What follows belongs to an exercise in optimizing a design on an open flow for small area; a production flow would make more cautious choices. The RTL was checked by simulation tests, not by an equivalence proof against the original design. Power and IR drop assume default switching activity.

==> flow/design.v (excerpt) <==
module riscv8bit(
	output wire [7:0] data_from_ram,
	output wire mem_read_from_idandex,
	output wire mem_write_from_idandex,
	output wire [7:0] alu_result_from_idandex,
	output wire [7:0] write_data_to_memory,
	input wire [7:0] ram_data,
	output wire [7:0] pc_increment_address,
	input wire [15:0] instruction_input,
	input wire rst,
	input wire rst_registerfile,
	input wire clk
);
For scale: ~560 cells after synthesis, about 140 flip-flops, about 61 I/O pins.
export LEC_CHECK = 0
export ABC_AREA = 1
export CAP_MARGIN = 20
export CORE_MARGIN = 2
export CORE_UTILIZATION = 40
export GPL_TIMING_DRIVEN = 0
export SLEW_MARGIN = 20
create_clock -name core_clock -period 5.0 [get_ports {clk}]
standard.sh (not shown) runs the stock make flow with config.mk's settings and CLKGATE_MAP_FILE= SYNTH_SCRIPT=/design/flow/synth_recipe.tcl, a recipe that flattens the netlist after the stock synthesis.
==> flow/flow/run.sh <==
#!/bin/bash
set -euo pipefail
W=$(pwd)
F=$W/flow

{
  echo 'proc abc {args} {'
  echo '  set i [lsearch $args -script]'
  echo "  if {\$i >= 0} { lset args [expr {\$i+1}] $F/area.abc }"
  echo '  yosys abc {*}$args'
  echo '}'
  cat "$W/synth_recipe.tcl"
} > "$W/own_synth.tcl"

export BUFFER_PORTS_ARGS="-buffer_cell sky130_fd_sc_hd__buf_1"
export CTS_ARGS="-sink_clustering_enable -repair_clock_nets -dont_use_dummy_load -buf_list {sky130_fd_sc_hd__clkbuf_2 sky130_fd_sc_hd__clkbuf_4 sky130_fd_sc_hd__clkbuf_8}"

make -C "$FLOW_HOME" DESIGN_CONFIG="$W/config.mk" WORK_HOME="$W/orfs" CLKGATE_MAP_FILE= \
  SYNTH_SCRIPT="$W/own_synth.tcl" finish > "$W/make.log" 2>&1

R=$W/orfs/results/sky130hd/riscv8bit/base
: # left out here: write the final layout as DEF
==> flow/flow/area.abc <==
strash
&get -n
&st
&dch
&nf -R 1000
&put
The first run produced a clean layout.
Rerun with:
- GPL_TIMING_DRIVEN: 0 -> default
Global-route usage grows by 1.7 points.
Clock skew goes up by 0.0057 ns.
Core utilization climbs by 1.3 points.
Power is higher by 0.59%.
Rerun with:
==> flow/run.sh (new file) <==
#!/bin/bash
# synth_recipe.tcl (not shown) runs the flow's synth.tcl, then flattens the netlist and writes it again
# the make line also repeats each setting of config.mk as NAME=value (left out here)
make -C /OpenROAD-flow-scripts/flow DESIGN_CONFIG=/design/flow/config.mk WORK_HOME=/design/flow/orfs CLKGATE_MAP_FILE= SYNTH_SCRIPT=/design/flow/synth_recipe.tcl finish
removed: flow/flow/run.sh
removed: flow/flow/area.abc
removed: flow/standard.sh
The new run completed with no timing, DRC or antenna violations.
Total power rises by 31%.
Register-to-register slack improves by 1.6 ns.
Setup slack gains 0.66 ns.
Via count rose by 10%.
Routed wire length went up by 8.9%.
Utilization stays flat.
Global-route usage falls by 0.65 points.

========
riscv8bit, a different RTL version from the one above (not shown whole).
Size in the first run: about 170 flip-flops, roughly 61 I/O pins, ~7700 µm² of cells after synthesis.
Settings: LEC_CHECK=0, ABC_AREA=1, CAP_MARGIN=20, CORE_MARGIN=2, CORE_UTILIZATION=40, CTS_BUF_LIST=sky130_fd_sc_hd__clkbuf_2 sky130_fd_sc_hd__clkbuf_4 sky130_fd_sc_hd__clkbuf_8, CTS_CLUSTER_SIZE=30, SLEW_MARGIN=20; clock period 5.0 ns.
run.sh (not shown) runs the stock make flow with config.mk's settings and CLKGATE_MAP_FILE= SYNTH_SCRIPT=/design/flow/synth_recipe.tcl, a recipe that flattens the netlist after the stock synthesis.
Stock flow here: none of the scripts above is used.
Next try:
- ABC_AREA: 1 -> unset
- CTS_BUF_LIST: sky130_fd_sc_hd__clkbuf_2 sky130_fd_sc_hd__clkbuf_4 sky130_fd_sc_hd__clkbuf_8 -> unset
- CTS_CLUSTER_SIZE: 30 -> unset
The changed run finished with timing, DRC and antenna clean.
Clock skew shrinks by 0.0099 ns.
Core utilization grows by 1.1 points.
Area after synthesis shrinks by 3.7%.
Total power grows by 9.3%.
Sequential share of layout area grows by 0.83 points.
Setup slack got worse by 0.26 ns.

[what the ideal ports hide]
The results above use ideal ports. As a check the final layouts listed here were re-extracted and re-timed, cells and wires unchanged. Step 1 sets driving cells, clkbuf_16 on the clock port and buf_2 on the other inputs (assumed; they add their load-dependent delay and slew). Step 2 adds t to the input delays and takes it off the output delays; t is the mean of the earliest and latest rising clock arrival at the registers after step 1. Input paths then give back, and output paths get back, about the clock's delay inside the block. a / b / c = no drivers / after step 1 / after step 2; a / b = the first two.
run | t, ns | setup slack, ns | clock arrival spread, ns | worst register clock-pin slew, ns
the first run of note 1 | 0.475 | 0.291 / 0.303 / -0.172 | 0.030 / 0.030 | 0.08 / 0.08
the second run of note 1 | 0.481 | 0.289 / 0.298 / -0.183 | 0.035 / 0.034 | 0.08 / 0.08
the third run of note 1 | 0.470 | 0.951 / 0.972 / 0.503 | 0.009 / 0.009 | 0.07 / 0.07
the first run of note 2 | 0.500 | 1.982 / 1.959 / 1.959 | 0.019 / 0.019 | 0.10 / 0.10
the second run of note 2 | 0.465 | 1.718 / 1.718 / 1.718 | 0.010 / 0.010 | 0.07 / 0.07
With both steps, setup timing fails in the first run of note 1 and the second run of note 1, where it was met with ideal ports. For the second run of note 1, which loses most, drivers alone change the setup slack by +0.009 ns; drivers and shift together by -0.472 ns.
